This design comes from an exercise in tuning for small area, a short achievable clock period and few clock cycles on the open sky130 flow, not from production work. Function was checked by simulation only, so behaviour that the tests miss may differ from the original. In runs 1, 2, 4 and 5 the design's own scripts or RTL, not TritonCTS, make the clock network. The clock input has no modelled driver; a real chip could not lean on it and would need a root buffer or a full tree. Power figures rest on the tool's default switching activity, not on a simulated workload.

**design/flow/flow/run.sh**
```bash
#!/bin/bash
# Standard layout with three changes:
#  - every port gets a fast buffer (buf_4) instead of the default choice, and
#    timing repair aims below the 15 ns constraint;
#  - after placement, each output port's buffer is moved next to its pin and
#    the flip-flop that feeds only that buffer next to the buffer, then the
#    placement is legalized (placeio.tcl);
#  - after clock tree synthesis, the clock tree is rebuilt as a balanced tree
#    of four levels of inverters, the top level's four cells on the clock port
#    (ctree.tcl, ctree_build.tcl).
set -euo pipefail
export BUFFER_PORTS_ARGS="-buffer_cell sky130_fd_sc_hd__buf_4"
export SETUP_SLACK_MARGIN=11
bash standard.sh place > standard_place.log 2>&1
openroad -no_init -exit flow/placeio.tcl > placeio.log 2>&1
bash standard.sh cts > standard_cts.log 2>&1
openroad -no_init -exit flow/ctree.tcl > ctree.log 2>&1
bash standard.sh > standard_finish.log 2>&1
```
**design/flow/flow/ctree.tcl**
```tcl
# Replace the clock tree that clock tree synthesis built with a balanced tree
# of inverters (see ctree_build.tcl), then legalize the placement.
set res orfs/results/$::env(FLOW_PLATFORM)/AxisCrcChecker/base
read_db $res/4_cts.odb
source flow/ctree_build.tcl
detailed_placement
check_placement -verbose
write_db $res/4_cts.odb
```
**design/flow/flow/ctree_build.tcl**
```tcl
# Replace the clock tree with a balanced tree of inverters built by recursive
# bisection of the clock sinks.  Levels (top to bottom): L1 (on the port, 4
# cells), L2, L3, L4 (leaves, at most F4 sinks each).  An even number of
# inverting levels keeps the clock's polarity.
proc env_or {name def} { if {[info exists ::env($name)]} { return $::env($name) } { return $def } }
set F4 [env_or CT_F4 26]
set F3 [env_or CT_F3 4]
set N2 [env_or CT_N2 4]
set M1 [env_or CT_M1 sky130_fd_sc_hd__clkinv_16]
set M2 [env_or CT_M2 sky130_fd_sc_hd__clkinv_16]
set M3 [env_or CT_M3 sky130_fd_sc_hd__clkinv_8]
set M4 [env_or CT_M4 sky130_fd_sc_hd__clkinv_8]

set block [ord::get_db_block]
set db [ord::get_db]
set port [$block findBTerm clock]
set pnet [$port getNet]

set sinks {}
set dead_insts {}
set dead_nets {}
proc walk {net} {
  global sinks dead_insts dead_nets
  foreach it [$net getITerms] {
    if {![$it isInputSignal]} { continue }
    set inst [$it getInst]
    set m [[$inst getMaster] getName]
    if {[string match "*__clkbuf_*" $m] || [string match "*__clkinv_*" $m] || [string match "*__buf_*" $m] || [string match "*__inv_*" $m]} {
      lappend dead_insts $inst
      foreach o [$inst getITerms] {
        if {[$o isOutputSignal]} { set on [$o getNet]; if {$on ne "NULL"} { lappend dead_nets $on; walk $on } }
      }
    } else {
      lappend sinks $it
    }
  }
}
walk $pnet
puts "ctree: [llength $sinks] sinks, removing [llength $dead_insts] buffers"
set pts {}
foreach it $sinks {
  set xy [$it getAvgXY]
  if {[lindex $xy 0] == 0} {
    set loc [[$it getInst] getLocation]
    set xy [list 1 [lindex $loc 0] [lindex $loc 1]]
  }
  lappend pts [list [lindex $xy 1] [lindex $xy 2] $it]
  $it disconnect
}
foreach inst $dead_insts {
  foreach it [$inst getITerms] { if {[$it getNet] ne "NULL"} { $it disconnect } }
  odb::dbInst_destroy $inst
}
foreach n $dead_nets { odb::dbNet_destroy $n }

proc split_pts {items m} {
  if {$m <= 1 || [llength $items] <= 1} { return [list $items] }
  set m1 [expr {$m / 2}]
  set m2 [expr {$m - $m1}]
  set xs {}; set ys {}
  foreach p $items { lappend xs [lindex $p 0]; lappend ys [lindex $p 1] }
  set xs [lsort -integer $xs]; set ys [lsort -integer $ys]
  set dx [expr {[lindex $xs end] - [lindex $xs 0]}]
  set dy [expr {[lindex $ys end] - [lindex $ys 0]}]
  set idx [expr {$dx >= $dy ? 0 : 1}]
  set s [lsort -integer -index $idx $items]
  set n [llength $s]
  set cut [expr {int(round(double($n) * $m1 / $m))}]
  if {$cut < 1} { set cut 1 }
  if {$cut > $n - 1} { set cut [expr {$n - 1}] }
  return [concat [split_pts [lrange $s 0 [expr {$cut - 1}]] $m1] [split_pts [lrange $s $cut end] $m2]]
}
proc centroid {items} {
  set sx 0.0; set sy 0.0
  foreach p $items { set sx [expr {$sx + [lindex $p 0]}]; set sy [expr {$sy + [lindex $p 1]}] }
  set n [llength $items]
  return [list [expr {int($sx / $n)}] [expr {int($sy / $n)}]]
}
set cnt 0
# make an inverter of master m at (x, y) driving the given iterms; returns {x y inputITerm}
proc make_inv {mname lvl x y loads} {
  global block db cnt
  set master [$db findMaster $mname]
  incr cnt
  set inst [odb::dbInst_create $block $master "ctinv_${lvl}_$cnt"]
  set w [$master getWidth]; set h [$master getHeight]
  $inst setLocation [expr {$x - $w / 2}] [expr {$y - $h / 2}]
  $inst setPlacementStatus PLACED
  set net [odb::dbNet_create $block "ctnet_${lvl}_$cnt"]
  $net setSigType CLOCK
  [$inst findITerm Y] connect $net
  foreach it $loads { $it connect $net }
  return [list $x $y [$inst findITerm A]]
}
set l1items {}
foreach g1 [split_pts $pts 4] {
  set l2items {}
  foreach g2 [split_pts $g1 $N2] {
    set nleaf [expr {int(ceil(double([llength $g2]) / $F4))}]
    set n3 [expr {int(ceil(double($nleaf) / $F3))}]
    set l3items {}
    foreach g3 [split_pts $g2 $n3] {
      set nl [expr {int(ceil(double([llength $g3]) / $F4))}]
      set l4items {}
      foreach g4 [split_pts $g3 $nl] {
        set c [centroid $g4]
        set loads {}
        foreach p $g4 { lappend loads [lindex $p 2] }
        lappend l4items [make_inv $M4 4 [lindex $c 0] [lindex $c 1] $loads]
      }
      set c [centroid $l4items]
      set loads {}
      foreach p $l4items { lappend loads [lindex $p 2] }
      lappend l3items [make_inv $M3 3 [lindex $c 0] [lindex $c 1] $loads]
    }
    set c [centroid $l3items]
    set loads {}
    foreach p $l3items { lappend loads [lindex $p 2] }
    lappend l2items [make_inv $M2 2 [lindex $c 0] [lindex $c 1] $loads]
  }
  set c [centroid $l2items]
  set loads {}
  foreach p $l2items { lappend loads [lindex $p 2] }
  set r [make_inv $M1 1 [lindex $c 0] [lindex $c 1] $loads]
  [lindex $r 2] connect $pnet
}
puts "ctree: built $cnt inverters"
```
**design/flow/flow/placeio.tcl**
```tcl
# Move each output port's buffer next to its pin, and the flip-flop that
# feeds only that buffer next to the buffer; then legalize the placement.
set res orfs/results/$::env(FLOW_PLATFORM)/AxisCrcChecker/base
read_db $res/3_place.odb
set block [ord::get_db_block]
set core [$block getCoreArea]
set cx0 [$core xMin]; set cy0 [$core yMin]; set cx1 [$core xMax]; set cy1 [$core yMax]
proc driver_of {net} {
  foreach it [$net getITerms] { if {[$it isOutputSignal]} { return $it } }
  return ""
}
proc clamp {v lo hi} { return [expr {$v < $lo ? $lo : ($v > $hi ? $hi : $v)}] }
set moved 0
foreach bt [$block getBTerms] {
  if {[$bt getIoType] ne "OUTPUT"} { continue }
  set net [$bt getNet]
  set bit [driver_of $net]
  if {$bit eq ""} { continue }
  set buf [$bit getInst]
  # pin centre, pulled inside the core
  set bb [[lindex [$bt getBPins] 0] getBBox]
  set px [expr {([$bb xMin] + [$bb xMax]) / 2}]
  set py [expr {([$bb yMin] + [$bb yMax]) / 2}]
  set w [[$buf getMaster] getWidth]
  set h [[$buf getMaster] getHeight]
  set bx [clamp [expr {$px - $w / 2}] $cx0 [expr {$cx1 - $w}]]
  set by [clamp [expr {$py - $h / 2}] $cy0 [expr {$cy1 - $h}]]
  $buf setLocation $bx $by
  $buf setPlacementStatus PLACED
  incr moved
  set inet ""
  foreach it [$buf getITerms] { if {[$it isInputSignal]} { set inet [$it getNet] } }
  if {$inet eq ""} { continue }
  set fit [driver_of $inet]
  if {$fit eq ""} { continue }
  set ff [$fit getInst]
  set m [[$ff getMaster] getName]
  if {![string match "*__df*" $m] && ![string match "*__edf*" $m]} { continue }
  if {[llength [$inet getITerms]] != 2} { continue }
  $ff setLocation $bx $by
  $ff setPlacementStatus PLACED
  puts "moved [$buf getName] and [$ff getName] ($m) to the pin of [$bt getName]"
  incr moved
  # and the gate that drives the flip-flop's D input, when it drives nothing else
  set dnet [[$ff findITerm D] getNet]
  if {$dnet ne "NULL" && [llength [$dnet getITerms]] == 2} {
    set dit [driver_of $dnet]
    if {$dit ne ""} {
      set g [$dit getInst]
      if {![string match "*__df*" [[$g getMaster] getName]]} {
        $g setLocation $bx $by
        $g setPlacementStatus PLACED
        puts "  and its D driver [$g getName] ([[$g getMaster] getName])"
        incr moved
      }
    }
  }
}
puts "moved $moved cells"
detailed_placement
check_placement -verbose
write_db $res/3_place.odb
```
**design/flow/standard.sh**
```bash
#!/bin/bash
# synth_recipe.tcl (not shown) runs the flow's synth.tcl, then flattens the netlist and writes it again
# the make line also repeats each setting of config.mk as NAME=value (left out here)
make -C /OpenROAD-flow-scripts/flow DESIGN_CONFIG=/design/flow/config.mk WORK_HOME=/design/flow/orfs CLKGATE_MAP_FILE= SYNTH_SCRIPT=/design/flow/synth_recipe.tcl "${@:-finish}"
```
**design/flow/config.mk**
```make
export PLATFORM = sky130hd
export DESIGN_NAME = AxisCrcChecker
export DESIGN_NICKNAME = AxisCrcChecker
export VERILOG_FILES = /design/flow/design.v
export SDC_FILE = /design/flow/constraint.sdc
export NUM_CORES = 8
export LEC_CHECK = 0
export CAP_MARGIN = 40
export CORE_MARGIN = 2
export CORE_UTILIZATION = 60
export CTS_BUF_LIST = sky130_fd_sc_hd__clkbuf_16
export CTS_CLUSTER_DIAMETER = 100
export CTS_CLUSTER_SIZE = 30
export PLACE_DENSITY = 0.7
export SLEW_MARGIN = 40
export SYNTH_MEMORY_MAX_BITS = 16384
```
**design/flow/constraint.sdc**
```tcl
create_clock -name core_clock -period 15.0 [get_ports {clock}]
set_input_delay 3.0000 -clock core_clock [delete_from_list [all_inputs] [get_ports {clock}]]
set_output_delay 3.0000 -clock core_clock [all_outputs]
set_load 0.01 [all_outputs]
```
**design/flow/design.v**
```verilog
module calc_crc (
    input [7:0] CRC_I,
    input [7:0] DATA_I,
    output [7:0] CRC_O
);
    assign CRC_O[0] = CRC_I[0] ^ CRC_I[6] ^ CRC_I[7] ^ DATA_I[0] ^ DATA_I[6] ^ DATA_I[7];
    assign CRC_O[1] = CRC_I[0] ^ CRC_I[1] ^ CRC_I[6] ^ DATA_I[0] ^ DATA_I[1] ^ DATA_I[6];
    assign CRC_O[2] = CRC_I[0] ^ CRC_I[1] ^ CRC_I[2] ^ CRC_I[6] ^ DATA_I[0] ^ DATA_I[1] ^ DATA_I[2] ^ DATA_I[6];
    assign CRC_O[3] = CRC_I[1] ^ CRC_I[2] ^ CRC_I[3] ^ CRC_I[7] ^ DATA_I[1] ^ DATA_I[2] ^ DATA_I[3] ^ DATA_I[7];
    assign CRC_O[4] = CRC_I[2] ^ CRC_I[3] ^ CRC_I[4] ^ DATA_I[2] ^ DATA_I[3] ^ DATA_I[4];
    assign CRC_O[5] = CRC_I[3] ^ CRC_I[4] ^ CRC_I[5] ^ DATA_I[3] ^ DATA_I[4] ^ DATA_I[5];
    assign CRC_O[6] = CRC_I[4] ^ CRC_I[5] ^ CRC_I[6] ^ DATA_I[4] ^ DATA_I[5] ^ DATA_I[6];
    assign CRC_O[7] = CRC_I[5] ^ CRC_I[6] ^ CRC_I[7] ^ DATA_I[5] ^ DATA_I[6] ^ DATA_I[7];
endmodule
module AxisCrcChecker(
  input        clock,
  input        reset,
  output       io_AxisSlv_ready,
  input        io_AxisSlv_valid,
  input        io_AxisSlv_bits_Tlast,
  input  [7:0] io_AxisSlv_bits_Tdata,
  input        io_AxisMst_ready,
  output       io_AxisMst_valid,
  output       io_AxisMst_bits_Tlast,
  output [7:0] io_AxisMst_bits_Tdata
);
  localparam N  = 1024;           
  localparam LW = 7;              
  localparam LR = 6;              
  localparam KW = N >> LW;        
  localparam KR = N >> LR;        
  localparam [LR-1:0] RC = {LR{1'b1}};  
  localparam QS = 8;              
  localparam QL = 3;
  reg        in_rdy;
  reg  [1:0] b_cnt;
  wire       rdy_i = ~b_cnt[1];
  wire       acc = io_AxisSlv_valid & rdy_i;
  reg [8:0] bq0, bq1;             
  reg       b_wp, b_rp;
  wire      b_ne = (b_cnt != 2'd0);
  wire [8:0] b_head = b_rp ? bq1 : bq0;
  wire [7:0] w_d = b_head[7:0];
  wire       w_l = b_head[8];
  always @(posedge clock) begin
    if (acc & ~b_wp) bq0 <= {io_AxisSlv_bits_Tlast, io_AxisSlv_bits_Tdata};
    if (acc &  b_wp) bq1 <= {io_AxisSlv_bits_Tlast, io_AxisSlv_bits_Tdata};
  end
  reg  [7:0] crc;
  wire [7:0] crc_n;
  calc_crc u_calc_crc (.CRC_I(crc), .DATA_I(w_d), .CRC_O(crc_n));
  wire       w_g = (crc_n == 8'h00);
  reg  [9:0]  wpm;
  reg  [9:0]  rp;
  reg         wfull;
  reg         r_al;               
  reg  [9:0]  pk_len;             
  reg         cur_v;              
  reg  [9:0]  rem;                
  reg         lastb;              
  reg [10:0]   qq [0:QS-1];
  reg [QL-1:0] q_wp, q_rp;
  reg [QL:0]   q_cnt;               
  reg [10:0]   q_head;
  reg          q_ne;
  wire         q_room = ~(q_ne & q_cnt[QL]);
  wire         qq_ne = (q_cnt != 0);
  wire eq     = (rp == wpm);
  wire full   = eq & wfull;
  wire w_al   = (wpm[LW-1:0] == {LW{1'b1}});
  wire wr     = b_ne & w_al & ~full & (~w_l | q_room);
  wire empty  = eq & ~wfull;
  wire hold   = empty & w_al & ~wr;
  wire [9-LW:0] w_tap = wpm[9:LW];    
  reg        credit;
  reg  [1:0] f_used;              
  wire       rd    = cur_v & r_al & credit;
  wire       next  = ~cur_v | (rd & lastb);
  wire       load  = next & q_ne;
  wire       q_push    = wr & w_l;
  wire       q_to_head = q_push & ~qq_ne & (~q_ne | load);
  wire       skip  = load & ~q_head[10];
  wire [9:0] rp_sk = rp - q_head[9:0] - rd;
  reg  [8*N-1:0] ring;
  wire [8*N-1:0] rot = {ring[8*N-9:0], ring[8*N-1:8*N-8]};
  integer k;
  always @(posedge clock) begin
    ring <= rot;
    for (k = 0; k < KW; k = k + 1)
      if (wr && w_tap == k) ring[8*(((k+1)<<LW) % N) +: 8] <= w_d;
  end
  wire [8*KR-1:0] taps;
  genvar g;
  generate
    for (g = 0; g < KR; g = g + 1) begin : g_tap
      assign taps[8*g +: 8] = ring[8*((g<<LR)+RC) +: 8];
    end
  endgenerate
  wire [7:0] x_d = taps[8*rp[9:LR] +: 8];
  wire       x_l = lastb;
  wire       x_v = rd;
  reg pop_q;
  wire [1:0] b_cnt_n = {~wr & (b_cnt[1] | (b_cnt[0] & acc)),
                        (b_cnt[1] & wr) | (b_cnt[0] & (acc ~^ wr)) | (~b_cnt[1] & ~b_cnt[0] & acc)};
  always @(posedge clock) begin
    if (q_push & ~q_to_head) qq[q_wp] <= {w_g, pk_len};
    if (q_to_head) q_head <= {w_g, pk_len};
    else if (load & qq_ne) q_head <= qq[q_rp];
  end
  wire [1:0] f_next = f_used + rd - pop_q;
  reg rst_q;
  always @(posedge clock) begin
    rst_q <= reset;
    in_rdy <= ~reset & (rst_q | wr | ~(b_cnt[1] | (b_cnt[0] & io_AxisSlv_valid)));
  end
  always @(posedge clock) begin
    if (rst_q) begin
      wpm <= 10'd1023;
      wfull <= 1'b0;
      rp <= 10'd1023;
      r_al <= 1'b1;
      pk_len <= 10'd0;
      cur_v <= 1'b0;
      rem <= 10'd0;
      lastb <= 1'b0;
      b_wp <= 1'b0; b_rp <= 1'b0; b_cnt <= 2'd0;
      crc <= 8'hff;
      q_wp <= 0; q_rp <= 0; q_cnt <= 0; q_ne <= 1'b0;
      f_used <= 2'd0;
      credit <= 1'b0;
    end else begin
      if (acc) b_wp <= ~b_wp;
      if (wr)  b_rp <= ~b_rp;
      b_cnt <= b_cnt_n;
      if (wr) crc <= w_l ? 8'hff : crc_n;
      if (wr) begin
        pk_len <= w_l ? 10'd0 : pk_len + 10'd1;
      end else if (~hold) wpm <= wpm + 10'd1;
      if (q_push & ~q_to_head) q_wp <= q_wp + 1'b1;
      if (load & qq_ne) q_rp <= q_rp + 1'b1;
      q_cnt <= q_cnt + (q_push & ~q_to_head) - (load & qq_ne);
      q_ne <= q_push | qq_ne | (q_ne & ~load);
      if (next) cur_v <= load & q_head[10];
      if (load) begin
        rem <= q_head[9:0];
        lastb <= (q_head[9:0] == 10'd0);
      end else if (rd) begin
        rem <= rem - 10'd1;
        lastb <= (rem == 10'd1);
      end
      if (wr) wfull <= 1'b1;
      else if (rd | skip) wfull <= 1'b0;
      if (skip) begin
        rp <= rp_sk;
        r_al <= (rp_sk[LR-1:0] == RC);
      end else if (~rd & ~hold) begin
        rp <= rp + 10'd1;
        r_al <= (rp[LR-1:0] == RC - 1'b1);
      end
      f_used <= f_next;
      credit <= (f_next != 2'd3);
    end
  end
  reg [8:0] oq0, oq1, oq2;
  reg [1:0] oq_wp, oq_rp, oq_cnt;
  reg       o_v;
  reg [7:0] o_d;
  reg       o_l;
  wire       oq_ne  = (oq_cnt != 2'd0);
  wire [1:0] oq_rp1 = (oq_rp == 2'd2) ? 2'd0 : oq_rp + 2'd1;
  wire [8:0] x_e    = {x_l, x_d};
  wire [8:0] e_rp   = (oq_rp  == 2'd0) ? oq0 : (oq_rp  == 2'd1) ? oq1 : oq2;
  wire [8:0] e_rp1  = (oq_rp1 == 2'd0) ? oq0 : (oq_rp1 == 2'd1) ? oq1 : oq2;
  wire [1:0] cnt_h  = oq_cnt + x_v;
  wire [8:0] nh_h   = oq_ne ? e_rp : x_e;
  wire [1:0] cnt_p  = oq_cnt + x_v - oq_ne;
  wire [1:0] rp_p   = oq_ne ? oq_rp1 : oq_rp;
  wire [8:0] nh_p   = oq_cnt[1] ? e_rp1 : x_e;
  always @(posedge clock) begin
    if (x_v && oq_wp == 2'd0) oq0 <= x_e;
    if (x_v && oq_wp == 2'd1) oq1 <= x_e;
    if (x_v && oq_wp == 2'd2) oq2 <= x_e;
    {o_l, o_d} <= io_AxisMst_ready ? nh_p : nh_h;
    o_v <= ~reset & ~rst_q & (io_AxisMst_ready ? (cnt_p != 2'd0) : (cnt_h != 2'd0));
    if (rst_q) begin
      oq_wp <= 2'd0; oq_rp <= 2'd0; oq_cnt <= 2'd0;
      pop_q <= 1'b0;
    end else begin
      pop_q <= io_AxisMst_ready & oq_ne;
      if (x_v) oq_wp <= (oq_wp == 2'd2) ? 2'd0 : oq_wp + 2'd1;
      oq_rp <= io_AxisMst_ready ? rp_p : oq_rp;
      oq_cnt <= io_AxisMst_ready ? cnt_p : cnt_h;
    end
  end
  assign io_AxisSlv_ready      = in_rdy;
  assign io_AxisMst_valid      = o_v;
  assign io_AxisMst_bits_Tdata = o_d;
  assign io_AxisMst_bits_Tlast = o_l;
endmodule
```
==> results of run 1 <==
-- cells by family (layout without fill, tap and decap cells) --
| kind of cell | Yosys count | in the layout |
|---|---|---|
| flip-flops | 8428 | 8428 |
| AND/OR/NAND/NOR | 255 | 255 |
| multiplexers | 190 | 190 |
| AO/OA/AOI/OAI | 126 | 126 |
| buffers and inverters | 94 | 574 |
| XOR/XNOR | 77 | 77 |
| adder cells (fa/ha/maj) | 36 | 36 |
| other | 0 | 10 |
-- final timing paths --
check	start	cells after the start	endpoint
max reg2reg	b_rp	11	q_cnt[2]
min reg2reg	ring[3548]	0	ring[3556]
min	ring[3548]	0	ring[3556]
max	io_AxisMst_ready	5	o_d[7]
-- what timing repair did --
action,in CTS,in global routing
resized for setup,20,6
hold endpoints to repair,0,0
setup endpoints to repair,11,20
-- synthesized netlist by cell type (5+ instances only) --
cell and number:
sky130_fd_sc_hd__mux2_2 99, sky130_fd_sc_hd__nor2b_1 10, sky130_fd_sc_hd__nand3_1 16, sky130_fd_sc_hd__o21ai_0 25, sky130_fd_sc_hd__a21o_1 14, sky130_fd_sc_hd__inv_1 38
sky130_fd_sc_hd__buf_1 11, sky130_fd_sc_hd__a21oi_1 27, sky130_fd_sc_hd__nor2_1 81, sky130_fd_sc_hd__and3_1 6, sky130_fd_sc_hd__nand4_1 13, sky130_fd_sc_hd__xor2_1 24
sky130_fd_sc_hd__nor4_1 13, sky130_fd_sc_hd__and4_1 6, sky130_fd_sc_hd__edfxtp_1 144, sky130_fd_sc_hd__a221oi_1 8, sky130_fd_sc_hd__buf_2 9, sky130_fd_sc_hd__ha_1 33
sky130_fd_sc_hd__mux2i_1 29, sky130_fd_sc_hd__a211oi_1 14, sky130_fd_sc_hd__xnor2_1 51, sky130_fd_sc_hd__nor3_1 20, sky130_fd_sc_hd__o211ai_1 5, sky130_fd_sc_hd__and2_1 5
sky130_fd_sc_hd__a31oi_1 7, sky130_fd_sc_hd__dfxtp_1 8284, sky130_fd_sc_hd__mux4_2 62, sky130_fd_sc_hd__nand2_1 53, sky130_fd_sc_hd__a2111oi_0 6, sky130_fd_sc_hd__clkbuf_1 30
-- final cells by class --
class,count,area (um^2)
inverter,539,8550
antenna,10,25.0
multi-input combinational,684,6250
sequential,8428,170000
timing repair buffer,35,304
fill,19300,103000
tap,3919,4900
-- layout by cell type (no fill, tap or decap), types with 25 or more instances in the layout --
master                     Yosys  final
sky130_fd_sc_hd__edfxtp_1    144    144
sky130_fd_sc_hd__dfxtp_1    8284   8260
sky130_fd_sc_hd__inv_1        38     38
sky130_fd_sc_hd__xnor2_1      51     51
sky130_fd_sc_hd__mux4_2       62     62
sky130_fd_sc_hd__o21ai_0      25     25
sky130_fd_sc_hd__mux2i_1      29     29
sky130_fd_sc_hd__mux2_2       99     99
sky130_fd_sc_hd__clkinv_8      0    480
sky130_fd_sc_hd__nor2_1       81     75
sky130_fd_sc_hd__nand2_1      53     53
sky130_fd_sc_hd__ha_1         33     33
sky130_fd_sc_hd__a21oi_1      27     27
-- worst register-to-register path, stage by stage, from the launching register on --
cell,delay (ns)
sky130_fd_sc_hd__dfxtp_2,0.51
sky130_fd_sc_hd__mux2_2,0.43
sky130_fd_sc_hd__a31oi_1,0.26
sky130_fd_sc_hd__nand2_1,0.29
sky130_fd_sc_hd__nor4_4,0.57
sky130_fd_sc_hd__inv_1,0.29
sky130_fd_sc_hd__ha_1,0.35
sky130_fd_sc_hd__inv_1,0.04
sky130_fd_sc_hd__ha_1,0.20
sky130_fd_sc_hd__fa_1,0.39
sky130_fd_sc_hd__xnor2_1,0.18
sky130_fd_sc_hd__nor2_1,0.05
-- power by group through the flow --
stage,clock network [uW],registers [uW],logic (uW)
3_3_place_gp,0,23500,846
5_1_grt,10200,23000,974
3_5_place_dp,0,23500,844
4_1_cts,10400,22900,891
6_report,9040,22900,880
2_1_floorplan,0,23300,675
-- flip-flops by register name, indices dropped and copies added (netlist names), 4 cells and up, named ones only --
signal and cells:
ring 8192, o_d 8, wpm 10, bq1 9, qq 88, oq1 9, crc 8, pk_len 10
oq0 9, q_cnt 4, bq0 9, oq2 9, q_head 11, rem 10, rp 10
-- through the flow --
stage | util | instances | hold WS, ns
global route | 0.648 | 13600 | 0.272
CTS | 0.649 | 13500 | 0.311
detailed placement | 0.619 | 13100 | 0.312
finish | 0.648 | 13600 | 0.261
floorplan | - | 9206 | 0.310
global placement | 0.619 | 13100 | 0.310
-- metal layers --
metal,global-route usage,vias up,routed length (um)
met4,0.0521,4,7080
met2,0.195,800,83000
met5,0,-,17
li1,-,29700,-
met1,0.213,27400,109000
met3,0.0301,443,9410
==> notes.md, run 1 <==
Run status:
- The run finished with no timing, DRC or antenna violations.

Die:
- The total area inside the core boundary comes to ~290,000 um^2.
- Pin placement for this block handled 24 I/O pins.
- In this run the horizontal extent of the chip is approximately 550 um.
- The die is approximately 550 um tall.
- The floorplan die area is approximately 300,000 um^2.
- Row generation in the floorplan step produced 199 rows.
- The starting density of the core is 0.602.

GRT:
- The number of antenna violations at the first check in global routing is 23.
- The number of global-route vias before repair was 58,500.
- Entering global routing, the biggest net connects 62 pins.
- The first global-routing pass estimated between 300,000 and 400,000 um of wire.
- In the global route stage, overall resource usage came out at 0.139.
- The aggregate global routing overflow is 0.

Power:
- Summed over all nets, the switching power comes to around 8400 uW.
- The share of total power dissipated in the clock network is 0.275.
- The switching part of the total power is 0.255.
- Summing internal, switching and leakage power gives ~33,000 uW.
- The share of total power dissipated in combinational logic is 0.027.
- The internal portion of the total power is around 24,000 uW.
- The sequential share of power is 0.698.
- The total leakage power is 0.0743 uW.
- The total power density per cell area is about 170 nW/um^2.
- The worst-case IR drop observed on VDD is between 0.0001 and 0.00015 V.

Synthesis:
- Counting flops and latches in the post-synthesis netlist gives between 8,000 and 9,000.
- For this run, the number of Yosys warnings is 1.
- In this run the cell area of the synthesized design comes to between 150,000 and 200,000 um^2.
- Yosys mapped a number of flops with a built-in enable equal to about 140.
- Of the total synthesized cell area, the portion taken by AND, OR, NAND and NOR gates is 0.00765.
- Among all flip-flop cells after synthesis, the most frequent one is sky130_fd_sc_hd__dfxtp_1.
- The post-synthesis compound-gate area fraction was 0.00477.
- Of the total synthesized cell area, the portion taken by XOR and XNOR cells is 0.00394.
- Counting every net in the synthesized netlist gives 9,255.
- The multiplexer share of the synthesized area is 0.0159.
- The largest total area in the synthesized netlist belongs to sky130_fd_sc_hd__dfxtp_1.
- The adder and majority cell fraction of the synthesized area is 0.00268.
- The share of the Yosys chip area taken by registers is 0.963.
- In the synthesized netlist the async set-or-reset flop fraction comes to 0.
- Ranked by total cell area, the synthesized netlist is headed by sky130_fd_sc_hd__dfxtp_1 94%, sky130_fd_sc_hd__edfxtp_1 2.4%, sky130_fd_sc_hd__mux4_2 0.79%, sky130_fd_sc_hd__mux2_2 0.63%, sky130_fd_sc_hd__xnor2_1 0.25%.
- The unique cell type count in the Yosys netlist is between 60 and 70.
- The per-instance average area after synthesis is between 15 and 20 um^2.
- The cell count after synthesis is around 9,200.
- The main combinational cell family by area after synthesis is multiplexers.
- The area share of the largest cell type after synthesis is 0.938.

Detailed routing:
- The detailed-route DRC error count is 0.
- The first detailed-routing pass took 5 iterations.
- The final routed wirelength across all metal layers is roughly 210,000 um.
- The routed wirelength normalized by instance count is ~15 um.
- The count of nets left with antenna violations once routing finished came out at 0.
- The detailed-route via count is about 58,000.
- After the first detailed-routing iteration, the DRC count stood at 2,978.
- The via density per instance is 4.28.

Worst setup path:
- The worst setup path is captured at a flop.
- The cell family contributing the most delay on the critical path is simple AND/OR/NAND/NOR gates.
- Of all nets on the critical path, the largest fanout is 24.
- In this design, the stage delay of the slowest critical-path cell is just under 0.7 ns.
- The worst path buffer plus inverter count is 2.
- The critical path goes through buf_4, inv_1, a21o_1, nor2_1, a221oi_1.
- The required time at the endpoint of the critical path is around 15 ns.
- The critical path data arrival time is around 4.5 ns.
- The cell with the largest stage delay on the worst path is sky130_fd_sc_hd__nor2_1.
- STA classifies the critical path startpoint as a primary input.
- The worst setup path category is primary input to flop.
- The worst setup slack for register-to-register paths is around 11 ns.

Placed design:
- In this run the tool buffered the top-level ports with 23 buffer cells.
- Detailed placement finished with a half-perimeter wire length of about 120,000 um.
- At the placement stage, the worst setup path has a slack of 10.77 ns.
- At the end of routability-driven placement, the weighted congestion stood at 0.782.
- Once placement finished, the instance area stood at between 150,000 and 200,000 um^2.

Timing:
- The final sum of negative setup slack is 0 ns.
- The time the worst path needs with I/O delays and setup is about 4.2 ns.
- The actual transition at the worst max-transition pin is 0.889 ns.
- Based on the critical path, the design can be clocked at up to 241 MHz.
- Setup repair after global routing could not meet its margin everywhere.
- The ratio of final minimum period to clock period is 0.277.
- The number of max-slew violations in the final report is 0.
- The number of endpoints with negative hold slack in the final report came to 0.
- The relative max-transition margin is 0.405.
- Setup slack closes at 10.84 ns.
- The count of final setup violators is 0.
- The worst clock skew is 0.0863 ns.

Job:
- The max-cap check violation count is 0.

Clocking:
- The number of hold buffers added after CTS was 0.
- The clock-pin slew reported for the worst setup and hold paths after clock tree synthesis is around 0.09 ns.
- At the later pin of the worst-skew pair, clock insertion delay measures between 0.5 and 0.6 ns.
- Buffers added to address setup during post-CTS repair amount to 0.
- The clock drives approximately 8,400 sinks.

Cells and area:
- The final cell area excluding filler cells is 190,000 um^2.
- Of the cells placed in the final design, the portion with a size suffix greater than 1 is 0.0775.
- The layout net count is 9,737.
- The area growth from synthesis to layout is 7.65%.

Hold path:
- The min-delay analysis places its worst path in the category flop to flop.
Testbench counts, summed over its fixed seeds: cycles 46,604.
==> run 2, diff against run 1 <==
--- a/design/flow/flow/ctree_build.tcl
+++ b/design/flow/flow/ctree_build.tcl
@@ -4,5 +4,5 @@
 # inverting levels keeps the clock's polarity.
 proc env_or {name def} { if {[info exists ::env($name)]} { return $::env($name) } { return $def } }
-set F4 [env_or CT_F4 26]
+set F4 [env_or CT_F4 30]
 set F3 [env_or CT_F3 4]
 set N2 [env_or CT_N2 4]
@@ -11,4 +11,5 @@
 set M3 [env_or CT_M3 sky130_fd_sc_hd__clkinv_8]
 set M4 [env_or CT_M4 sky130_fd_sc_hd__clkinv_8]
+set H4 [expr {[env_or CT_H4 1e9] * [[ord::get_db_block] getDbUnitsPerMicron]}]
 
 set block [ord::get_db_block]
@@ -71,4 +72,24 @@
   return [concat [split_pts [lrange $s 0 [expr {$cut - 1}]] $m1] [split_pts [lrange $s $cut end] $m2]]
 }
+proc hpwl {items} {
+  set xs {}; set ys {}
+  foreach p $items { lappend xs [lindex $p 0]; lappend ys [lindex $p 1] }
+  set xs [lsort -integer $xs]; set ys [lsort -integer $ys]
+  return [expr {[lindex $xs end] - [lindex $xs 0] + [lindex $ys end] - [lindex $ys 0]}]
+}
+# split a group of sinks into leaves of at most F4 sinks whose spread is at most H4
+proc leaf_groups {items} {
+  global F4 H4
+  set nl [expr {int(ceil(double([llength $items]) / $F4))}]
+  set out {}
+  foreach g [split_pts $items $nl] {
+    if {[llength $g] > 1 && [hpwl $g] > $H4} {
+      set out [concat $out [split_pts $g 2]]
+    } else {
+      lappend out $g
+    }
+  }
+  return $out
+}
 proc centroid {items} {
   set sx 0.0; set sy 0.0
@@ -101,7 +122,6 @@
     set l3items {}
     foreach g3 [split_pts $g2 $n3] {
-      set nl [expr {int(ceil(double([llength $g3]) / $F4))}]
       set l4items {}
-      foreach g4 [split_pts $g3 $nl] {
+      foreach g4 [leaf_groups $g3] {
         set c [centroid $g4]
         set loads {}
--- a/design/flow/flow/placeio.tcl
+++ b/design/flow/flow/placeio.tcl
@@ -42,18 +42,4 @@
   puts "moved [$buf getName] and [$ff getName] ($m) to the pin of [$bt getName]"
   incr moved
-  # and the gate that drives the flip-flop's D input, when it drives nothing else
-  set dnet [[$ff findITerm D] getNet]
-  if {$dnet ne "NULL" && [llength [$dnet getITerms]] == 2} {
-    set dit [driver_of $dnet]
-    if {$dit ne ""} {
-      set g [$dit getInst]
-      if {![string match "*__df*" [[$g getMaster] getName]]} {
-        $g setLocation $bx $by
-        $g setPlacementStatus PLACED
-        puts "  and its D driver [$g getName] ([[$g getMaster] getName])"
-        incr moved
-      }
-    }
-  }
 }
 puts "moved $moved cells"
==> run 2 against run 1 <==
Effect of this change: largest cell class unchanged; wire length down 2.0%; cell area down 0.63%; maximum frequency up 3.7%; cell count down 0.57%; largest power group unchanged; combinational power down 0.6%.
==> notes.md, run 2 <==
Worst setup path:
- The cell family contributing the most delay on the critical path is flip-flops (was simple AND/OR/NAND/NOR gates).
- The path depth of the worst reg2reg path is 12 (was 11).
- The critical path data arrival time was 1.01 ns (was 4.53 ns).
- The cell with the largest stage delay on the worst path is sky130_fd_sc_hd__dfxtp_2 (was sky130_fd_sc_hd__nor2_1).
- The capturing point of the worst reg2reg path is q_cnt[2] (unchanged).
- The maximum fanout along the worst path is 1 (was 24).
- The worst setup path category was flop to primary output (was primary input to flop).
- The required time at the endpoint of the critical path came to 12.00 ns (was 15.37 ns).
- The startpoint kind of the worst setup timing path is a flop (was primary input).
- The beginning of the critical path is in_rdy (was io_AxisMst_ready).
- The critical path depth in cells is 1 (was 5).
- The worst path buffer plus inverter count is 1 (was 2).
- Ordered list of cells on the worst path: buf_6 (was buf_4, inv_1, a21o_1, nor2_1, a221oi_1).
- The beginning of the worst register-to-register path is rp[6] (was b_rp).
- The worst setup path endpoint is io_AxisSlv_ready (was o_d[7]).
- The longest individual stage delay on the worst path is 0.33 ns (was 0.69 ns).
- The endpoint kind of the worst setup timing path is a primary output (was flop).
- The worst setup slack for register-to-register paths was 11.25 ns (was 11.30 ns).

Synthesis:
- The most instantiated flip-flop cell in the synthesis netlist is sky130_fd_sc_hd__dfxtp_1 (unchanged).
- The adder and majority cell fraction of the synthesized area is 0.00268 (unchanged).
- Top area cells in the synthesized netlist: sky130_fd_sc_hd__dfxtp_1 94%, sky130_fd_sc_hd__edfxtp_1 2.4%, sky130_fd_sc_hd__mux4_2 0.79%, sky130_fd_sc_hd__mux2_2 0.63%, sky130_fd_sc_hd__xnor2_1 0.25% (unchanged).
- The area share of the largest cell type after synthesis is 0.938 (unchanged).
- The netlist area before placement is 177,000 um^2 (unchanged).
- The area fraction in and, or, nand and nor cells after synthesis came to 0.00765 (unchanged).
- The post-synthesis compound-gate area fraction was 0.00477 (unchanged).
- The count of yosys warnings during synthesis was 1 (unchanged).
- The synthesized netlist net count is 9,255 (unchanged).
- The unique cell type count in the Yosys netlist is 67 (unchanged).
- The number of flops mapped to enable cells by yosys is 144 (unchanged).
- The leading cell type by number of instances after synthesis is sky130_fd_sc_hd__dfxtp_1 (unchanged).
- The multiplexer share of the synthesized area is 0.0159 (unchanged).
- The proportion of synthesized flip-flops having asynchronous set or reset is 0 (unchanged).
- The synthesized-area fraction occupied by xor and xnor cells is 0.00394 (unchanged).
- The per-instance average area after synthesis is 19.2 um^2 (unchanged).
- Most frequent cells after synthesis: 8,284 x sky130_fd_sc_hd__dfxtp_1, 144 x sky130_fd_sc_hd__edfxtp_1, 99 x sky130_fd_sc_hd__mux2_2 (unchanged).
- The cell count after synthesis is 9,206 (unchanged).
- The main combinational cell family by area after synthesis is multiplexers (unchanged).
- The sequential area share after synthesis is 0.963 (unchanged).
- The largest area contributor in the netlist is sky130_fd_sc_hd__dfxtp_1 (unchanged).
- The post-synthesis register bit count is 8,428 (unchanged).

Detailed routing:
- The detailed-route via count is 57,400 (was 58,300).
- The count of antenna-violating nets left after detailed routing is 0 (unchanged).
- The count of routing violations after the opening detailed-route iteration is 3,062 (was 2,978).
- The via density per instance was 4.24 (was 4.28).
- The detailed-route DRC error count is 0 (unchanged).
- The final routed wirelength across all metal layers is 205,000 um (was 209,000 um).
- The count of TritonRoute iterations in the first routing pass is 5 (unchanged).
- The routed wirelength normalized by instance count is 15.1 um (was 15.3 um).

Placed design:
- The global placer's final weighted congestion is 0.782 (unchanged).
- The post-place setup slack was 10.77 ns (unchanged).
- The total instance count after detailed placement is 13,100 (unchanged).
- The port buffer count was 23 (unchanged).
- The post-placement cell area is 182,000 um^2 (unchanged).
- The detailed placement HPWL is 116,000 um (unchanged).

Cells and area:
- The most common library cell in the layout ignoring fill and taps was sky130_fd_sc_hd__dfxtp_1 (unchanged).
- The number of filler cells placed in the layout is 19,400 (was 19,300).
- Largest regs: ring (8192), qq (88), q_head (11) (unchanged).
- The area taken by multi-input logic gates came to 6360 um^2 (was 6250 um^2).
- The final cell area excluding filler cells came to 189,000 um^2 (was 190,000 um^2).
- The layout net count is 9,658 (was 9,737).
- The relative area change from synthesis to final layout is 6.98% (was 7.65%).
- The number of flip-flops in the largest register is 8,192 (unchanged).
- The register name with the most flops is ring (unchanged).
- Most frequent cells in the layout: 8,262 x sky130_fd_sc_hd__dfxtp_1, 400 x sky130_fd_sc_hd__clkinv_8, 144 x sky130_fd_sc_hd__edfxtp_1 (was 8,260 x sky130_fd_sc_hd__dfxtp_1, 480 x sky130_fd_sc_hd__clkinv_8, 144 x sky130_fd_sc_hd__edfxtp_1).
- The final standard cell count with taps included and fillers excluded is 13,500 (was 13,600).
- The proportion of layout cells with a drive suffix above 1 was 0.0702 (was 0.0775).
- The area taken by flip-flops and latches is 170,000 um^2 (about the same).

Die:
- The core box area was 294,000 um^2 (unchanged).
- The floorplan die area is 299,000 um^2 (unchanged).
- The starting density of the core is 0.602 (unchanged).
- The total number of placement rows is 199 (unchanged).
- The die extent in y is 547 um (unchanged).
- The width of the die is 547 um (unchanged).
- The top-level port count is 24 (unchanged).

Hold path:
- The class of the worst hold path is flop to flop (unchanged).

GRT:
- The overall routing resource usage is 0.135 (was 0.139).
- The number of global-route vias before repair is 57,200 (was 58,500).
- The number of antenna violations at the first check in global routing is 19 (was 23).
- The global-route wire length before repair is 316,000 um (was 324,000 um).
- The maximum number of pins on one net before global-route repair is 62 (unchanged).
- The aggregate global routing overflow is 0 (unchanged).

Clocking:
- The CTS sink count was 8,428 (unchanged).
- The clock latency on the worst-skew pair is 0.59 ns (about the same).
- The number of gates given a new drive strength after cts is 22 (was 20).
- The number of hold buffers added after cts came to 0 (unchanged).
- The clock-pin slew reported for the worst setup and hold paths after clock tree synthesis is 0.12 ns (was 0.09 ns).
- The post-CTS repair timing setup buffer count is 0 (unchanged).

Timing:
- The peak clock frequency supported by timing is 249 MHz (was 241 MHz).
- The time the worst path needs with I/O delays and setup is 4.01 ns (was 4.16 ns).
- The actual transition at the worst max-transition pin is 1.13 ns (was 0.889 ns).
- The slack of the critical path is 10.99 ns (was 10.84 ns).
- The ratio of final minimum period to clock period is 0.267 (was 0.277).
- The number of max-slew violations in the final report is 0 (unchanged).
- The final sum of negative setup slack is 0 ns (unchanged).
- The smallest hold slack was 0.249 ns (was 0.261 ns).
- The relative max-transition margin is 0.244 (was 0.405).
- The count of final setup violators came to 0 (unchanged).
- The number of endpoints with negative hold slack in the final report is 0 (unchanged).
- The worst clock skew is 0.0890 ns (was 0.0863 ns).
- RSZ-0062 raised after global routing: yes (unchanged).

Power:
- The total leakage power is 0.0737 uW (was 0.0743 uW).
- The total power density per cell area was 171 nW/um^2 (was 173 nW/um^2).
- The largest vdd supply drop came to 0.000161 V (was 0.000125 V).

Run status:
- Run status: timing/DRC/antenna clean (unchanged).

Job:
- The max-cap check violation count is 0 (unchanged).
-- run 2: cell types whose count changed in the layout (fill, tap and decap cells not counted), sizes merged --
cell,previous run,this run
diode,10,11
buf,35,36
clkinv,500,420
-- run 2: through the flow --
stage,total power [uW],utilization
floorplan,24000,-
global placement,24300,0.619
detailed placement,24300,0.619
CTS,34200,0.649
global route,33500,0.644
finish,32300,0.644
-- run 2: cell families after synthesis --
family                   after synthesis
buffers and inverters                 94
adder cells (fa/ha/maj)               36
multiplexers                         190
XOR/XNOR                              77
AND/OR/NAND/NOR                      255
AO/OA/AOI/OAI                        126
flip-flops                          8428
-- run 2: per-layer routing --
layer,up-vias,track usage,part of all wire
met2,705,0.188,0.39
met5,-,0,0.000088
met1,26800,0.209,0.54
met3,413,0.0263,0.040
met4,4,0.0493,0.033
li1,29500,-,-
-- run 2: how the worst min path moves through the flow --
stage               startpoint    endpoint  slack (ns)  cells past startpoint
floorplan            ring[992]  ring[1000]        0.31                      0
global placement    ring[2124]  ring[2132]        0.31                      0
detailed placement   ring[992]  ring[1000]        0.31                      0
CTS                 ring[6606]  ring[6614]        0.31                      0
global route        ring[3548]  ring[3556]        0.26                      0
finish              ring[3548]  ring[3556]        0.25                      0
-- run 2: final cells by class --
class,count,share of cell area
sequential,8428,0.900
inverter,459,0.0384
multi-input combinational,684,0.0336
tap,3919,0.0259
timing repair buffer,36,0.00163
antenna,11,0.000146
-- run 2: power by group --
| part | internal (uW) | switching, uW |
|---|---|---|
| Clock | 1180 | 7320 |
| Sequential | 22700 | 202 |
| Combinational | 377 | 498 |
==> run 3, diff against run 2 <==
==> design/flow/flow/run.sh (replaced) <==
#!/bin/bash
# Standard layout with these changes:
#  - the pins of each AXI4-Stream port are kept together (pins.tcl), and every
#    port gets a fast buffer (buf_4) instead of the default choice; timing
#    repair aims below the 15 ns constraint;
#  - before global placement, each flip-flop that drives an output port is
#    fixed next to its pin (placeio_early.tcl); after placement each output
#    port's buffer is moved next to its pin (placeio.tcl);
#  - after clock tree synthesis, the clock tree is rebuilt as a balanced tree
#    of four levels of inverters, the top level's four cells on the clock port
#    (ctree.tcl, ctree_build.tcl).
set -euo pipefail
export BUFFER_PORTS_ARGS="-buffer_cell sky130_fd_sc_hd__buf_4"
export SETUP_SLACK_MARGIN=11
export PRE_IO_PLACEMENT_TCL=$PWD/flow/pins.tcl
RES=orfs/results/$FLOW_PLATFORM/AxisCrcChecker/base
bash standard.sh $PWD/$RES/3_2_place_iop.odb > standard_iop.log 2>&1
openroad -no_init -exit flow/placeio_early.tcl > placeio_early.log 2>&1
bash standard.sh place > standard_place.log 2>&1
openroad -no_init -exit flow/placeio.tcl > placeio.log 2>&1
bash standard.sh cts > standard_cts.log 2>&1
openroad -no_init -exit flow/ctree.tcl > ctree.log 2>&1
bash standard.sh > standard_finish.log 2>&1
==> design/flow/flow/pins.tcl (new file) <==
# Keep each AXI4-Stream port's pins together, in order, so that the logic on
# either side of the design sits next to one group of pins.
set_io_pin_constraint -group -order -pin_names {io_AxisMst_ready io_AxisMst_valid io_AxisMst_bits_Tlast io_AxisMst_bits_Tdata[0] io_AxisMst_bits_Tdata[1] io_AxisMst_bits_Tdata[2] io_AxisMst_bits_Tdata[3] io_AxisMst_bits_Tdata[4] io_AxisMst_bits_Tdata[5] io_AxisMst_bits_Tdata[6] io_AxisMst_bits_Tdata[7]}
set_io_pin_constraint -group -order -pin_names {reset io_AxisSlv_ready io_AxisSlv_valid io_AxisSlv_bits_Tlast io_AxisSlv_bits_Tdata[0] io_AxisSlv_bits_Tdata[1] io_AxisSlv_bits_Tdata[2] io_AxisSlv_bits_Tdata[3] io_AxisSlv_bits_Tdata[4] io_AxisSlv_bits_Tdata[5] io_AxisSlv_bits_Tdata[6] io_AxisSlv_bits_Tdata[7]}
--- a/design/flow/flow/placeio.tcl
+++ b/design/flow/flow/placeio.tcl
@@ -38,4 +38,5 @@
   if {![string match "*__df*" $m] && ![string match "*__edf*" $m]} { continue }
   if {[llength [$inet getITerms]] != 2} { continue }
+  if {[$ff getPlacementStatus] eq "FIRM"} { continue }
   $ff setLocation $bx $by
   $ff setPlacementStatus PLACED
==> design/flow/flow/placeio_early.tcl (new file) <==
# Before global placement: fix each flip-flop that drives an output port (and
# nothing else) at a legal site next to that port's pin, so that placement
# builds the logic that feeds it around it.
if {![info exists res]} { set res orfs/results/$::env(FLOW_PLATFORM)/AxisCrcChecker/base }
read_db $res/3_2_place_iop.odb
set block [ord::get_db_block]
set rows [$block getRows]
set site [[lindex $rows 0] getSite]
set sw [$site getWidth]
set rh [$site getHeight]
# row origins
set rys {}
foreach r $rows { lappend rys [list [lindex [$r getOrigin] 1] $r] }
set rys [lsort -integer -index 0 $rys]
proc nearest_row {y} {
  global rys
  set best ""; set bd 1e18
  foreach ry $rys { set d [expr {abs([lindex $ry 0] - $y)}]; if {$d < $bd} { set bd $d; set best [lindex $ry 1] } }
  return $best
}
# occupied x ranges per row (for the cells placed here)
array set used {}
set fixed 0
foreach bt [$block getBTerms] {
  if {[$bt getIoType] ne "OUTPUT"} { continue }
  set net [$bt getNet]
  if {[llength [$net getITerms]] != 1} { continue }
  set it [lindex [$net getITerms] 0]
  if {![$it isOutputSignal]} { continue }
  set ff [$it getInst]
  set m [$ff getMaster]
  if {![string match "*__df*" [$m getName]]} { continue }
  set bb [[lindex [$bt getBPins] 0] getBBox]
  set px [expr {([$bb xMin] + [$bb xMax]) / 2}]
  set py [expr {([$bb yMin] + [$bb yMax]) / 2}]
  set row [nearest_row $py]
  set rb [$row getBBox]
  set ry [lindex [$row getOrigin] 1]
  set w [$m getWidth]
  # x: as close to the pin as the row allows, on the site grid, clear of cells placed here
  set x [expr {$px - $w / 2}]
  if {$x < [$rb xMin] + 4 * $sw} { set x [expr {[$rb xMin] + 4 * $sw}] }
  if {$x > [$rb xMax] - $w - 4 * $sw} { set x [expr {[$rb xMax] - $w - 4 * $sw}] }
  set x0 [lindex [$row getOrigin] 0]
  set x [expr {$x0 + (($x - $x0) / $sw) * $sw}]
  set key $ry
  if {![info exists used($key)]} { set used($key) {} }
  # step away from the pin until the span is free
  set ok 0
  for {set k 0} {$k < 200 && !$ok} {incr k} {
    foreach dir {1 -1} {
      set xx [expr {$x + $dir * $k * $sw}]
      set clash 0
      foreach u $used($key) { if {$xx < [lindex $u 1] && $xx + $w > [lindex $u 0]} { set clash 1; break } }
      if {!$clash && $xx >= [$rb xMin] && $xx + $w <= [$rb xMax]} { set x $xx; set ok 1; break }
    }
  }
  lappend used($key) [list $x [expr {$x + $w}]]
  $ff setLocation $x $ry
  $ff setOrient [$row getOrient]
  $ff setPlacementStatus FIRM
  puts "fixed [$ff getName] ([$m getName]) at [expr {$x / 1000.0}] [expr {$ry / 1000.0}] for [$bt getName]"
  incr fixed
}
puts "fixed $fixed flip-flops"
write_db $res/3_2_place_iop.odb
==> run 3 against run 2 <==
Effect of this change: the run now fails in 3_5_place_dp; area after synthesis unchanged; synthesized cell count unchanged.
==> notes.md, run 3 <==
Synthesis:
- The netlist area before placement is 177,000 um^2 (unchanged).
- The most instantiated flip-flop cell in the synthesis netlist is sky130_fd_sc_hd__dfxtp_1 (unchanged).
- Top area cells in the synthesized netlist: sky130_fd_sc_hd__dfxtp_1 94%, sky130_fd_sc_hd__edfxtp_1 2.4%, sky130_fd_sc_hd__mux4_2 0.79%, sky130_fd_sc_hd__mux2_2 0.63%, sky130_fd_sc_hd__xnor2_1 0.25% (unchanged).
- Most frequent cells after synthesis: 8,284 x sky130_fd_sc_hd__dfxtp_1, 144 x sky130_fd_sc_hd__edfxtp_1, 99 x sky130_fd_sc_hd__mux2_2 (unchanged).
- The post-synthesis register bit count is 8,428 (unchanged).
- The unique cell type count in the Yosys netlist is 67 (unchanged).
- The synthesized netlist net count is 9,255 (unchanged).
- The largest area contributor in the netlist is sky130_fd_sc_hd__dfxtp_1 (unchanged).
- The number of flops mapped to enable cells by yosys came to 144 (unchanged).
- The per-instance average area after synthesis is 19.2 um^2 (unchanged).
- The cell count after synthesis was 9,206 (unchanged).
- The proportion of synthesized flip-flops having asynchronous set or reset is 0 (unchanged).
- The leading cell type by number of instances after synthesis is sky130_fd_sc_hd__dfxtp_1 (unchanged).
- The sequential area share after synthesis is 0.963 (unchanged).
- The area share of the largest cell type after synthesis is 0.938 (unchanged).
- The count of yosys warnings during synthesis is 1 (unchanged).

Run status:
- The first error in the log reads "[ERROR DPL-0033] detailed placement checks failed during check placement".
- Run status: did not finish (was timing/DRC/antenna clean).
- The flow halted during 3_5_place_dp.

Placed design:
- The global placer's final weighted congestion is 0.784 (was 0.782).
- The detailed placement HPWL is 126,000 um (was 116,000 um).
- The port buffer count came to 23 (unchanged).

Die:
- The total number of placement rows is 199 (unchanged).
- The width of the die is 547 um (unchanged).
- The die extent in y is 547 um (unchanged).
- The starting density of the core is 0.602 (unchanged).
- The top-level port count came to 24 (unchanged).
run 3: cell counts after synthesis:
No cell type changed its count.
run 3: kinds of logic after synthesis:
family                     Yosys count  synth area share
AOI/OAI and AO/OA                  126           0.00477
buffers and inverters               94           0.00217
adders and majority gates           36           0.00268
and+or+nand+nor                    255           0.00765
muxes                              190            0.0159
xor gates and xnor gates            77           0.00394
DFF                               8428             0.963
run 3: worst max-delay path by stage:
stage             endpoint  cells after the start
floorplan           bq0[0]                      2
global placement    bq0[5]                      3
run 3: power groups by stage:
stage          logic [uW]  registers [uW]  clock network [uW]
2_1_floorplan         675           23300                   0
3_3_place_gp          918           23400                   0
run 3: stage by stage:
stage / area [um^2] / setup slack [ns] / std cells / hold WS [ns]
global placement: 182000 / 10.87 / 13100 / 0.310
floorplan: 177000 / 11.07 / 9206 / 0.310
==> run 4, diff against run 3 <==
--- a/design/flow/flow/run.sh
+++ b/design/flow/flow/run.sh
@@ -4,7 +4,8 @@
 #    port gets a fast buffer (buf_4) instead of the default choice; timing
 #    repair aims below the 15 ns constraint;
-#  - before global placement, each flip-flop that drives an output port is
-#    fixed next to its pin (placeio_early.tcl); after placement each output
-#    port's buffer is moved next to its pin (placeio.tcl);
+#  - during global placement, each flip-flop that drives an output port is
+#    held next to its pin (placeio_early.tcl, unfix.tcl); after placement each
+#    output port's buffer and its flip-flop are moved next to the pin
+#    (placeio.tcl);
 #  - after clock tree synthesis, the clock tree is rebuilt as a balanced tree
 #    of four levels of inverters, the top level's four cells on the clock port
@@ -17,4 +18,6 @@
 bash standard.sh $PWD/$RES/3_2_place_iop.odb > standard_iop.log 2>&1
 openroad -no_init -exit flow/placeio_early.tcl > placeio_early.log 2>&1
+bash standard.sh $PWD/$RES/3_3_place_gp.odb > standard_gp.log 2>&1
+openroad -no_init -exit flow/unfix.tcl > unfix.log 2>&1
 bash standard.sh place > standard_place.log 2>&1
 openroad -no_init -exit flow/placeio.tcl > placeio.log 2>&1
--- a/design/flow/flow/placeio.tcl
+++ b/design/flow/flow/placeio.tcl
@@ -38,5 +38,4 @@
   if {![string match "*__df*" $m] && ![string match "*__edf*" $m]} { continue }
   if {[llength [$inet getITerms]] != 2} { continue }
-  if {[$ff getPlacementStatus] eq "FIRM"} { continue }
   $ff setLocation $bx $by
   $ff setPlacementStatus PLACED
==> design/flow/flow/unfix.tcl (new file) <==
# After global placement, release the flip-flops fixed by placeio_early.tcl so
# that detailed placement can legalize them.
set res orfs/results/$::env(FLOW_PLATFORM)/AxisCrcChecker/base
read_db $res/3_3_place_gp.odb
foreach inst [[ord::get_db_block] getInsts] {
  if {[$inst getPlacementStatus] eq "FIRM" && [string match "*__df*" [[$inst getMaster] getName]]} {
    $inst setPlacementStatus PLACED
    puts "released [$inst getName]"
  }
}
write_db $res/3_3_place_gp.odb
--- a/design/flow/config.mk
+++ b/design/flow/config.mk
@@ -8,9 +8,9 @@
 export CAP_MARGIN = 40
 export CORE_MARGIN = 2
-export CORE_UTILIZATION = 60
+export CORE_UTILIZATION = 70
 export CTS_BUF_LIST = sky130_fd_sc_hd__clkbuf_16
 export CTS_CLUSTER_DIAMETER = 100
 export CTS_CLUSTER_SIZE = 30
-export PLACE_DENSITY = 0.7
+export PLACE_DENSITY = 0.8
 export SLEW_MARGIN = 40
 export SYNTH_MEMORY_MAX_BITS = 16384
==> run 4 against run 3 <==
Effect of this change: now clean on timing, DRC and antenna; synthesized cell count unchanged; area after synthesis unchanged.
==> notes.md, run 4 <==
Synthesis:
- The leading cell type by number of instances after synthesis is sky130_fd_sc_hd__dfxtp_1 (unchanged).
- The synthesized netlist net count is 9,255 (unchanged).
- The most instantiated flip-flop cell in the synthesis netlist is sky130_fd_sc_hd__dfxtp_1 (unchanged).
- The area share of the largest cell type after synthesis is 0.938 (unchanged).
- The proportion of synthesized flip-flops having asynchronous set or reset is 0 (unchanged).
- The post-synthesis register bit count came to 8,428 (unchanged).
- Most frequent cells after synthesis: 8,284 x sky130_fd_sc_hd__dfxtp_1, 144 x sky130_fd_sc_hd__edfxtp_1, 99 x sky130_fd_sc_hd__mux2_2 (unchanged).
- The count of yosys warnings during synthesis is 1 (unchanged).
- The largest area contributor in the netlist is sky130_fd_sc_hd__dfxtp_1 (unchanged).
- The number of flops mapped to enable cells by yosys is 144 (unchanged).
- The cell count after synthesis is 9,206 (unchanged).
- The sequential area share after synthesis came to 0.963 (unchanged).
- Top area cells in the synthesized netlist: sky130_fd_sc_hd__dfxtp_1 94%, sky130_fd_sc_hd__edfxtp_1 2.4%, sky130_fd_sc_hd__mux4_2 0.79%, sky130_fd_sc_hd__mux2_2 0.63%, sky130_fd_sc_hd__xnor2_1 0.25% (unchanged).
- The netlist area before placement is 177,000 um^2 (unchanged).
- The unique cell type count in the Yosys netlist is 67 (unchanged).
- The per-instance average area after synthesis is 19.2 um^2 (unchanged).

Worst setup path:
- The worst setup slack for register-to-register paths is roughly 11 ns.
- The worst setup path category is flop to primary output.
- STA classifies the critical path startpoint as a flop.
- The critical path data arrival time is a little under 1 ns.
- The cell with the largest stage delay on the worst path is sky130_fd_sc_hd__dfxtp_2.
- Of all nets on the critical path, the largest fanout is 1.
- On the worst path, the slowest cell contributes a delay of around 0.34 ns.
- The endpoint kind of the worst setup timing path is a primary output.
- The required time at the endpoint of the critical path is ~12 ns.
- Walking the worst path, the cells encountered are buf_6.
- The worst path buffer plus inverter count is 1.
- Broken down by cell family, the worst path's largest delay share belongs to flip-flops.

Die:
- The die extent in y is 506 um (was 547 um).
- The floorplan die area is 256,000 um^2.
- The starting density of the core is 0.704 (was 0.602).
- The total number of placement rows is 184 (was 199).
- The width of the die was 506 um (was 547 um).
- The total area inside the core boundary comes to 251,000 um^2.
- The top-level port count came to 24 (unchanged).

Clocking:
- The clock latency on the worst-skew pair is about 0.55 ns.
- The clock-pin slew reported for the worst setup and hold paths after clock tree synthesis is approximately 0.1 ns.
- The number of hold buffers added after cts is 0.
- The CTS sink count is between 8,000 and 9,000.

GRT:
- The first global-routing pass estimated 451,000 um of wire.
- The number of global-route vias before repair is between 60,000 and 70,000.
- In the global route stage, overall resource usage came out at 0.244.
- Entering global routing, the biggest net connects just over 60 pins.
- The number of antenna violations at the first check in global routing was 43.
- The aggregate global routing overflow is 0.

Job:
- Across the run, the number of max-cap violations was 0.

Power:
- The largest vdd supply drop is 0.000136 V.
- Power spread over the standard cell area amounts to approximately 170 nW/um^2.
- The design draws about 33,000 uW.
- The total leakage power is ~0.074 uW.

Timing:
- The worst clock skew is approximately 0.050 ns.
- For the pin with the worst max-slew slack, the measured transition is 0.864 ns.
- Setup repair after global routing could not meet its margin everywhere.
- The number of endpoints with negative hold slack in the final report is 0.
- After routing, the total negative slack on setup checks comes to 0 ns.
- The number of max-slew violations in the final report is 0.
- Subtracting the final worst setup slack from the clock period gives 3.99 ns.
- The count of final setup violators is 0.
- The ratio of final minimum period to clock period is 0.266.
- Timing would allow up to around 250 MHz.
- Measured against its own limit, the worst slew margin works out to 0.420.

Cells and area:
- The number of flip-flops in the largest register is just over 8,000.
- Of the cells placed in the final design, the portion with a size suffix greater than 1 is 0.0695.
- The register name with the most flops is ring.
- The relative area change from synthesis to final layout is 6.53%.
- The largest registers in the layout are ring (8192), qq (88), q_head (11).
- The final cell area excluding filler cells is 188,000 um^2.
- The most common library cell in the layout ignoring fill and taps is sky130_fd_sc_hd__dfxtp_1.
- The layout net count is between 9,000 and 10,000.
- In the layout the commonest cells are 8,266 x sky130_fd_sc_hd__dfxtp_1, 400 x sky130_fd_sc_hd__clkinv_8, 144 x sky130_fd_sc_hd__edfxtp_1.

Detailed routing:
- In the routed layout, each cell is associated on average with a via count of between 4 and 5.
- The count of routing violations after the opening detailed-route iteration is about 3,300.
- Once detail routing completed, the nets flagged for antenna violations numbered 0.
- The final routed wirelength across all metal layers is 313,000 um.
- The routed wirelength normalized by instance count is ~24 um.
- For this run, design rule violations remaining after detail routing come to 0.
- The final route contains approximately 60,000 vias.
- For this run, the detailed router's first-pass iteration total came to 5.

Placed design:
- The port buffer count is 23 (unchanged).
- The detailed placement HPWL is 162,000 um (was 126,000 um).
- The post-placement cell area is 181,000 um^2.
- The global placer's final weighted congestion came to 0.814 (was 0.784).

Run status:
- Run status: timing/DRC/antenna clean (was did not finish).

Hold path:
- The class of the worst hold path is flop to flop.
run 4: layout make-up:
type	instances	area [um^2]
fillers	12400	62900
multi-input cells	684	6270
diodes	3	7.51
flip-flops and latches	8428	170000
inverters	459	7250
clock inverters	1	7.51
well taps	3348	4190
repair buffers	39	338
run 4: through the flow:
stage	cells	utilization	worst slack [ns]	hold slack, ns
finish	13000	0.749	11.01	0.304
global route	13000	0.749	10.96	0.313
CTS	12900	0.755	10.52	0.299
detailed placement	12500	0.721	10.77	0.312
global placement	12500	0.721	10.88	0.310
floorplan	9206	-	11.07	0.310
run 4: worst paths after layout:
kind	startpoint	to	cells past startpoint
worst min-delay path	ring[4945]	ring[4953]	0
worst min register to register	ring[4945]	ring[4953]	0
worst max register to register	b_rp	q_cnt[2]	11
worst max-delay path	o_d[5]	io_AxisMst_bits_Tdata[5]	1
run 4: metal layers:
layer  GRT usage  vias to the layer above  part of all wire
li1            -                    29500                 -
met1       0.288                    29200              0.39
met2       0.464                      946              0.55
met3      0.0340                      460             0.033
met4      0.0662                       16             0.027
met5           0                        -           0.00031
run 4: repair_timing:
action                                  in CTS  in global routing
pin swaps                                    0                  1
endpoints found under the setup margin      13                 13
resized for setup                           23                  1
setup buffers                                0                  0
run 4: cell families (layout without fill, tap and decap cells):
| group | Yosys count | after routing | synth area share |
|---|---|---|---|
| flip-flops | 8428 | 8428 | 0.963 |
| AND/OR/NAND/NOR | 255 | 255 | 0.00765 |
| multiplexers | 190 | 190 | 0.0159 |
| AO/OA/AOI/OAI | 126 | 126 | 0.00477 |
| buffers and inverters | 94 | 499 | 0.00217 |
| XOR/XNOR | 77 | 77 | 0.00394 |
| adder cells (fa/ha/maj) | 36 | 36 | 0.00268 |
| other | 0 | 3 | 0 |
run 4: power by group:
| part | switching, uW | internal [uW] |
|---|---|---|
| clock | 7540 | 1190 |
| combinational | 519 | 379 |
| sequential | 211 | 22700 |
==> run 5, diff against run 4 <==
--- a/design/flow/config.mk
+++ b/design/flow/config.mk
@@ -8,9 +8,9 @@
 export CAP_MARGIN = 40
 export CORE_MARGIN = 2
-export CORE_UTILIZATION = 70
+export CORE_UTILIZATION = 60
 export CTS_BUF_LIST = sky130_fd_sc_hd__clkbuf_16
 export CTS_CLUSTER_DIAMETER = 100
 export CTS_CLUSTER_SIZE = 30
-export PLACE_DENSITY = 0.8
+export PLACE_DENSITY = 0.7
 export SLEW_MARGIN = 40
 export SYNTH_MEMORY_MAX_BITS = 16384
==> run 5 against run 4 <==
Effect of this change: die area increased by 17%; maximum frequency rose by 0.15%; synthesized cell count stayed put; highest routed layer unchanged; first-iteration DRC count shrank 9.2%; via count down 3.9%; clock skew is 0.032 ns higher; global-route usage is 10 points lower; critical path type unchanged; cell area is 0.37% higher; still clean; wire length fell by 31%; sequential power hardly changed; flip-flop and latch count unchanged.
==> notes.md, run 5 <==
Run status:
- Run status: timing/DRC/antenna clean (unchanged).

Timing:
- The number of endpoints with negative hold slack in the final report was 0 (unchanged).
- The number of max-slew violations in the final report was 0 (unchanged).
- The final sum of negative setup slack is 0 ns (unchanged).
- RSZ-0062 raised after global routing: yes (unchanged).
- The count of final setup violators is 0 (unchanged).
- The worst clock skew is 0.0819 ns (was 0.0501 ns).

Placed design:
- The global placer's final weighted congestion is 0.784 (was 0.814).
- The port buffer count is 23 (unchanged).
- The post-place setup slack was 10.76 ns (was 10.77 ns).
- The total instance count after detailed placement is 13,100 (was 12,500).

Worst setup path:
- The maximum fanout along the worst path was 1 (unchanged).
- The critical path data arrival time is 0.99 ns (about the same).
- The endpoint kind of the worst setup timing path was a primary output (unchanged).
- The startpoint kind of the worst setup timing path is a flop (unchanged).
- The worst setup path category was flop to primary output (unchanged).
- The required time at the endpoint of the critical path is 12.00 ns (about the same).

Cells and area:
- The most common library cell in the layout ignoring fill and taps was sky130_fd_sc_hd__dfxtp_1 (unchanged).
- Largest regs: ring (8192), qq (88), q_head (11) (unchanged).
- The relative area change from synthesis to final layout is 6.92% (was 6.53%).
- The core occupancy in the finished layout came to 0.644 (was 0.749).
- The final standard cell count with taps included and fillers excluded is 13,500 (was 13,000).
- The register name with the most flops is ring (unchanged).

Detailed routing:
- The via density per instance is 4.27 (was 4.64).
- The routed wirelength normalized by instance count came to 15.8 um (was 24.1 um).
- The final routed wirelength across all metal layers came to 214,000 um (was 313,000 um).

Synthesis:
- The number of flops mapped to enable cells by yosys came to 144 (unchanged).
- The synthesized netlist net count is 9,255 (unchanged).
- The count of yosys warnings during synthesis is 1 (unchanged).
- The area share of the largest cell type after synthesis is 0.938 (unchanged).
- The sequential area share after synthesis was 0.963 (unchanged).
- Most frequent cells after synthesis: 8,284 x sky130_fd_sc_hd__dfxtp_1, 144 x sky130_fd_sc_hd__edfxtp_1, 99 x sky130_fd_sc_hd__mux2_2 (unchanged).
- The per-instance average area after synthesis was 19.2 um^2 (unchanged).
- The unique cell type count in the Yosys netlist is 67 (unchanged).
- The netlist area before placement is 177,000 um^2 (unchanged).
- The most instantiated flip-flop cell in the synthesis netlist is sky130_fd_sc_hd__dfxtp_1 (unchanged).
- The cell count after synthesis is 9,206 (unchanged).

Power:
- The largest vdd supply drop came to 0.000149 V (was 0.000136 V).
- The total leakage power is 0.0737 uW (about the same).

GRT:
- The global-route wire length before repair is 329,000 um (was 451,000 um).
- The global-route track usage on met1 was 0.212 (was 0.288).
- The overall routing resource usage came to 0.142 (was 0.244).
- The number of global-route vias before repair is 58,500 (was 66,900).
- The aggregate global routing overflow is 0 (unchanged).

Die:
- The core box area was 294,000 um^2 (was 251,000 um^2).

Clocking:
- The CTS sink count is 8,428 (unchanged).
- The clock latency on the worst-skew pair is 0.58 ns (was 0.55 ns).
- The number of hold buffers added after cts came to 0 (unchanged).

Job:
- The max-cap check violation count is 0 (unchanged).
run 5: path summary, 6_finish.rpt:
kind                  start                        to  cells past startpoint  slack, ns
setup / recovery     o_d[2]  io_AxisMst_bits_Tdata[2]                      1      11.01
hold / removal    ring[596]                 ring[604]                      0       0.29
setup reg to reg      rp[9]                  q_cnt[2]                     11      11.34
hold reg to reg   ring[596]                 ring[604]                      0       0.29
run 5: metal layers:
layer | part of all wire | wire length [um]
met1 | 0.51 | 110000
met2 | 0.42 | 89900
met3 | 0.039 | 8390
met4 | 0.028 | 6070
met5 | 0.00011 | 23
run 5: power by group:
part           internal [uW]  total (uW)  switching (uW)
Clock                   1180        8500            7320
Combinational            378         903             525
Sequential             22700       22900             180
run 5: final cells by class:
class	count	area, um^2
Sequential cell	8428	170000
Fill cell	19300	105000
Inverter	459	7250
Multi-Input combinational cell	684	6250
Tap cell	3919	4900
Timing Repair Buffer	39	338
Antenna cell	5	12.5
run 5: cell families (layout without fill, tap and decap cells):
family                     after synthesis  count (layout)  share of synthesized area
AOI/OAI and AO/OA                      126             126                    0.00477
xor gates and xnor gates                77              77                    0.00394
adders and majority gates               36              36                    0.00268
buffers and inverters                   94             498                    0.00217
DFF                                   8428            8428                      0.963
muxes                                  190             190                     0.0159
other                                    0               5                          0
and+or+nand+nor                        255             255                    0.00765
run 5: stage by stage:
step | area, um^2 | hold slack, ns | total power, uW
after CTS | 191000 | 0.292 | 34200
after global routing | 189000 | 0.281 | 33600
final | 189000 | 0.288 | 32300
after global placement | 182000 | 0.310 | 24300
after floorplan | 177000 | 0.310 | 24000
after detailed placement | 182000 | 0.312 | 24300
run 5: timing repair:
action / 4_1_cts / 5_1_grt
pin swaps: 0 / 1
resized for setup: 21 / 3
endpoints found under the setup margin: 11 / 14

Re-timed with assumed drivers on the ports (clkbuf_16 on the clock, buf_2 on other inputs), run 5 has 10.691 ns of setup slack against 11.012 ns with ideal ports, and 10.745 ns once port delays also move by the mid clock arrival of 0.855 ns.
